Context: an optimization exercise on an open-source flow, tuned for small area, a short achievable clock period and few clock cycles per item. The choices shown serve that exercise and are no tape-out recipe.
At most, simulation tests tie the RTL to the original design; equivalence was not proved.

## f32_mult
module f32_mult (
  input logic clk, rst_n,
  input logic [31:0] a, b,
  input logic start,
  output logic done,
  output logic [31:0] p
);
Size: ~3100 cells after synthesis, roughly 33 flip-flops, about 100 I/O pins, about 21000 um^2 of cells after synthesis.
Settings: LEC_CHECK=0, ABC_AREA=1, CAP_MARGIN=8, CORE_MARGIN=2, CORE_UTILIZATION=40, PLACE_DENSITY=0.75, SETUP_SLACK_MARGIN=1.5, SLEW_MARGIN=8, SYNTH_HIERARCHICAL=1, SYNTH_MINIMUM_KEEP_SIZE=0; clock period 12.0 ns.
standard.sh (not shown) runs the stock make flow with config.mk's settings and CLKGATE_MAP_FILE= SYNTH_SCRIPT=/design/flow/synth_recipe.tcl, a recipe that flattens the netlist after the stock synthesis.
==> flow/flow/run.sh <==
#!/bin/bash
# The standard layout, with the input/output port buffers made from plain
# buf cells (buffer_ports otherwise picks a slow delay cell for them).
set -euo pipefail
bash standard.sh "BUFFER_PORTS_ARGS=-buffer_cell sky130_fd_sc_hd__buf_4" finish > standard_flow.log 2>&1
The baseline ran to the end with no violations.
Testbench counts at the start, summed over its fixed seeds: cycles 12,000, ops 12,000.
Edit:
- CAP_MARGIN: 8 -> 20
- SLEW_MARGIN: 8 -> 20
What happened: Cell count barely changes. Worst hold slack hardly moves. Wire length decreases by 0.31%. Area after synthesis stays the same. Cell area barely changes.

f32_mult, a different RTL version from the one above (not shown whole).
Size in the first run: roughly 33 flip-flops, roughly 100 I/O pins, about 26000 um^2 of cells after synthesis.
clock: 12.0 ns
lec_check: 0
abc_area: 1
cap_margin: 20
core_margin: 2
core_utilization: 40
setup_slack_margin: 1.5
slew_margin: 20
synth_hierarchical: 1
synth_minimum_keep_size: 0
run.sh (not shown) runs the stock make flow with config.mk's settings and CLKGATE_MAP_FILE= SYNTH_SCRIPT=/design/flow/synth_recipe.tcl, a recipe that flattens the netlist after the stock synthesis.
Stock flow here: none of the scripts above is used.
The baseline ran to the end with no violations.
Testbench counts at the start, summed over its fixed seeds: cycles 12,000, ops 12,000.
==> next run, changes <==
Settings changed: SETUP_SLACK_MARGIN 1.5 to 3.0.
The changed run produced a clean layout.
Hold slack improved by 0.0050 ns.
Die area is unchanged.
Final cell count climbs by 3.0%.
Cell area goes up by 12%.
Wire length went up by 5.9%.
Worst setup slack improved by 0.68 ns.
First-iteration DRC count is higher by 12%.
Via count grows by 5.8%.
Critical path depth rises by 1.
==> next run, changes <==
Settings changed: SETUP_SLACK_MARGIN 3.0 to not set.
Die area stays the same.
Worst setup slack is worse by 1.9 ns.
Maximum frequency falls by 17%.
Sequential share of layout area rises by 0.31 points.
Wire length falls by 7.1%.

Setup of run P:
f32_mult, a different RTL version from the one above (not shown whole).
For scale: about 3700 cells after synthesis, roughly 33 flip-flops, roughly 100 I/O pins, roughly 0.024 mm^2 of cells after synthesis.
clock: 12.0 ns
lec_check: 0
abc_area: 1
cap_margin: 20
core_margin: 2
core_utilization: 40
setup_slack_margin: 2.2
slew_margin: 20
synth_hierarchical: 1
synth_minimum_keep_size: 0
Testbench counts of run P, summed over its fixed seeds: cycles 12,000, ops 12,000.
> inputs changed (run P -> run G)
Settings: swapping 2.2 for 1.5 in SETUP_SLACK_MARGIN.
==> comparison <==
- Run G: PASS, flow complete, no timing, DRC or antenna violations
- Diff run G..run P | area of the die | unchanged
- Going from run P to run G, worst path setup slack after routing went down, wire length of the first global-routing pass down 5.0 mm.

quartz:
f32_mult, a different RTL version from the one above (not shown whole).
For scale: ~100 I/O pins.
clock: 12.0 ns
lec_check: 0
abc_area: 1
cap_margin: 20
core_margin: 2
core_utilization: 40
setup_slack_margin: 1.0
slew_margin: 20
synth_hierarchical: 1
synth_minimum_keep_size: 0
quartz ended with every stage complete and zero timing, DRC or antenna violations.
Testbench counts of quartz, summed over its fixed seeds: cycles 12,000, ops 12,000.
#### Input delta (indigo over quartz)
- swapping 1.0 for 1.5 in SETUP_SLACK_MARGIN
- swapping 40 for 60 in CORE_UTILIZATION
==> notes.md <==
Comparing quartz and indigo, the lower layout cell share with drive strength beyond 1 was measured on quartz. indigo vs quartz: number of cells in the design after placement down by a few percent. Comparing the two runs side by side, indigo comes out ahead of quartz on clock period minus worst slack. Per the comparison of indigo with quartz, via count went up, count of fill cells added during filler insertion decreased 47%, met3 routing resource usage after global routing shows an increase of 7.7 points.
> inputs changed (indigo -> nickel)
- putting PLACE_DENSITY at 0.75 where nothing was set
- swapping 60 for 40 in CORE_UTILIZATION
==> flow/flow/run.sh (new file) <==
#!/bin/bash
# The standard layout, with the input/output port buffers made from plain
# buf cells (buffer_ports otherwise picks a slow delay cell for them).
set -euo pipefail
bash standard.sh "BUFFER_PORTS_ARGS=-buffer_cell sky130_fd_sc_hd__buf_4" finish > standard_flow.log 2>&1
==> flow/standard.sh (new file) <==
#!/bin/bash
# synth_recipe.tcl (not shown) runs the flow's synth.tcl, then flattens the netlist and writes it again
# the make line also repeats each setting of config.mk as NAME=value (left out here)
make -C /OpenROAD-flow-scripts/flow DESIGN_CONFIG=/design/flow/config.mk WORK_HOME=/design/flow/orfs CLKGATE_MAP_FILE= SYNTH_SCRIPT=/design/flow/synth_recipe.tcl "${@:-finish}"
removed: flow/run.sh
--- outcome ---
Die area ends up lower on indigo. Diff indigo -> nickel: minimum period implied by the final worst setup slack decreased by 0.30 ns relative to the old numbers, largest net degree at the start of global routing neither gained nor lost much, clock buffer and inverter area fraction after layout did not really move. Share of the cycle needed by the critical path after routing on nickel is down relative to indigo. Comparing nickel and indigo, upper clock frequency limit is higher on nickel. Taking indigo over nickel, the global-route wire length before repair ratio works out to 1.08. The lower setup slack of nickel and indigo is in indigo.
diff inputs: nickel => ember
- PLACE_DENSITY no longer set, was 0.75
-- flow/flow/run.sh --
<<< nickel, line 5
bash standard.sh "BUFFER_PORTS_ARGS=-buffer_cell sky130_fd_sc_hd__buf_4" finish > standard_flow.log 2>&1
>>> ember, line 5
bash standard.sh "BUFFER_PORTS_ARGS=-buffer_cell sky130_fd_sc_hd__buf_1" finish > standard_flow.log 2>&1
## What came out
Against nickel, the final cell area of ember is higher. ember ran to completion and came out clean on the timing, design-rule and antenna checks. Per the comparison of ember with nickel, worst setup slack saw a decrease; number of distinct standard cells referenced by the synthesized netlist flat.

Another version of the RTL of f32_mult (not shown whole).
For scale: about 33 flip-flops, about 22,000 um2 of cells after synthesis.
==> flow/design.v (excerpt) <==
module f32_mult (
  input logic clk, rst_n,
  input logic [31:0] a, b,
  input logic start,
  output logic done,
  output logic [31:0] p
);
==> flow/config.mk <==
export PLATFORM = sky130hd
export DESIGN_NAME = f32_mult
export DESIGN_NICKNAME = f32_mult
export VERILOG_FILES = /design/flow/design.v
export SDC_FILE = /design/flow/constraint.sdc
export NUM_CORES = 4
export LEC_CHECK = 0
export ABC_AREA = 1
export CAP_MARGIN = 20
export CORE_MARGIN = 2
export CORE_UTILIZATION = 40
export PLACE_DENSITY = 0.75
export SETUP_SLACK_MARGIN = 1.5
export SLEW_MARGIN = 20
export SYNTH_HIERARCHICAL = 1
export SYNTH_MINIMUM_KEEP_SIZE = 0
==> flow/constraint.sdc <==
create_clock -name core_clock -period 12.0 [get_ports {clk}]
set_input_delay 2.4000 -clock core_clock [delete_from_list [all_inputs] [get_ports {clk}]]
set_output_delay 2.4000 -clock core_clock [all_outputs]
set_load 0.01 [all_outputs]
standard.sh (not shown) runs the stock make flow with config.mk's settings and CLKGATE_MAP_FILE= SYNTH_SCRIPT=/design/flow/synth_recipe.tcl, a recipe that flattens the netlist after the stock synthesis.
==> flow/flow/run.sh <==
#!/bin/bash
# The standard layout, with the input/output port buffers made from plain
# buf cells (buffer_ports otherwise picks a slow delay cell for them).
set -euo pipefail
bash standard.sh "BUFFER_PORTS_ARGS=-buffer_cell sky130_fd_sc_hd__buf_4" finish > standard_flow.log 2>&1
Testbench counts at the start, summed over its fixed seeds: cycles 12,000, ops 12,000.
==> next run, changes <==
- CORE_UTILIZATION: 40 -> 50
=>
- setup slack got worse by 0.18 ns
- count of clock-buffer cells in the layout is unchanged
- routed wire length increases by 7.7%
- first-iteration DRC count climbs by 25%
- synthesized cell count stays the same
- die area came out lower by 20%
- area after synthesis is unchanged
- design area decreases by 0.36%
==> next run, changes <==
- CORE_UTILIZATION: 50 -> 40
- SETUP_SLACK_MARGIN: 1.5 -> 1.8
Cell area went up by a few percent. Cell count came out higher by a few percent. Global-route usage shrinks by 9.3 points. Clock-buffer cell count does not change. Routed wire length falls by a few percent. Area after synthesis stays the same.
==> next run, changes <==
- SETUP_SLACK_MARGIN: 1.8 -> 0.8
Worst hold slack barely changes.
Clock-buffer cell count is unchanged.
Sequential share of layout area goes up by 0.12 points.
Setup slack loses 0.49 ns.
Global-route usage is about the same.
Die area stays the same.
Fmax goes down by 4.7%.

Setup of onyx:
f32_mult, a different RTL version from the one above (not shown whole).
For scale: roughly 3200 cells after synthesis, roughly 100 I/O pins, about 23000 um^2 of cells after synthesis.
export LEC_CHECK = 0
export ABC_AREA = 1
export CAP_MARGIN = 20
export CORE_MARGIN = 2
export CORE_UTILIZATION = 40
export PLACE_DENSITY = 0.75
export SETUP_SLACK_MARGIN = 4.6
export SLEW_MARGIN = 20
export SYNTH_HIERARCHICAL = 1
export SYNTH_MINIMUM_KEEP_SIZE = 0
create_clock -name core_clock -period 12.0 [get_ports {clk}]
Scripts as last shown in full above: flow/flow/run.sh
onyx went all the way through the flow, and no timing, DRC or antenna check failed.
The following lists how juniper was set up differently from onyx:
Settings: changing SETUP_SLACK_MARGIN from 4.6 to 1.5.
Results
The global-route usage of juniper is lower than that of onyx.
diff inputs: juniper => maple
Settings: SETUP_SLACK_MARGIN now 5.0, was 1.5.
[maple] post-route clock period utilization fell 8.3 points relative to juniper. The run with more setup slack is maple; juniper has less.
Function was not checked in any run of this note: the RTL went through the layout flow alone.

what the ideal ports hide:
The flow's constraints put no driver on any port. The routed layouts listed below were extracted and timed again, unchanged, in two steps.
Step 1 (the two cells are an assumption about what drives the block):
set clk [get_ports {clk}]
set_driving_cell -lib_cell sky130_fd_sc_hd__clkbuf_16 $clk
set_driving_cell -lib_cell sky130_fd_sc_hd__buf_2 [delete_from_list [all_inputs] $clk]
Step 2 also shifts input and output timing later by t, the mid clock arrival at the registers, as if the neighbouring blocks saw the same clock.
Three values: ideal, step 1, step 2; two values: the first two.
| run | t, ns | slack for setup (ns) | worst hold slack (ns) | worst setup path after step 2 | worst data-port slew with drivers (ns) |
|---|---|---|---|---|---|
| the first run of note 1 | 0.331 | 1.723 / 1.715 / 1.384 | 1.868 / 1.887 / 2.218 | input to register | 0.09 |
| the second run of note 1 | 0.329 | 1.761 / 1.763 / 1.435 | 1.868 / 1.883 / 2.211 | input to register | 0.08 |
| the first run of note 2 | 0.322 | 1.877 / 1.836 / 1.514 | 2.232 / 2.227 / 2.549 | input to register | 0.12 |
| the second run of note 2 | 0.331 | 2.555 / 2.502 / 2.172 | 2.237 / 2.225 / 2.556 | input to register | 0.09 |
| the third run of note 2 | 0.319 | 0.658 / 0.621 / 0.302 | 2.237 / 2.231 / 2.550 | input to register | 0.12 |
| run P | 0.319 | 2.176 / 2.182 / 1.863 | 2.241 / 2.234 / 2.553 | input to register | 0.04 |
| run G | 0.322 | 1.713 / 1.716 / 1.395 | 2.237 / 2.229 / 2.550 | input to register | 0.04 |
| quartz | 0.330 | 1.149 / 1.160 / 0.831 | 2.248 / 2.251 / 2.581 | input to register | 0.07 |
| indigo | 0.337 | 1.515 / 1.533 / 1.196 | 2.234 / 2.217 / 2.554 | input to register | 0.05 |
| nickel | 0.304 | 1.811 / 1.802 / 1.497 | 1.883 / 1.886 / 2.191 | input to register | 0.07 |
| ember | 0.322 | 1.697 / 1.709 / 1.387 | 1.867 / 1.854 / 2.176 | input to register | 0.06 |
| the first run of note 5 | 0.320 | 2.011 / 2.019 / 1.699 | 1.873 / 1.862 / 2.182 | input to register | 0.09 |
| the second run of note 5 | 0.318 | 1.830 / 1.788 / 1.470 | 1.876 / 1.874 / 2.191 | input to register | 0.09 |
| the third run of note 5 | 0.323 | 2.073 / 2.066 / 1.744 | 1.872 / 1.861 / 2.183 | input to register | 0.10 |
| the fourth run of note 5 | 0.323 | 1.582 / 1.592 / 1.269 | 1.870 / 1.859 / 2.182 | input to register | 0.09 |
| onyx | 0.489 | 4.669 / 4.611 / 4.283 | 1.726 / 1.696 / 2.186 | input to register | 0.07 |
| juniper | 0.494 | 3.653 / 3.593 / 4.088 | 1.720 / 1.688 / 2.183 | register to output | 0.07 |
| maple | 0.494 | 4.654 / 4.597 / 4.609 | 1.720 / 1.691 / 2.185 | input to register | 0.07 |
After both steps every run listed still meets setup and hold. For onyx, which loses most, drivers alone change the setup slack by -0.058 ns; drivers and shift together by -0.386 ns.
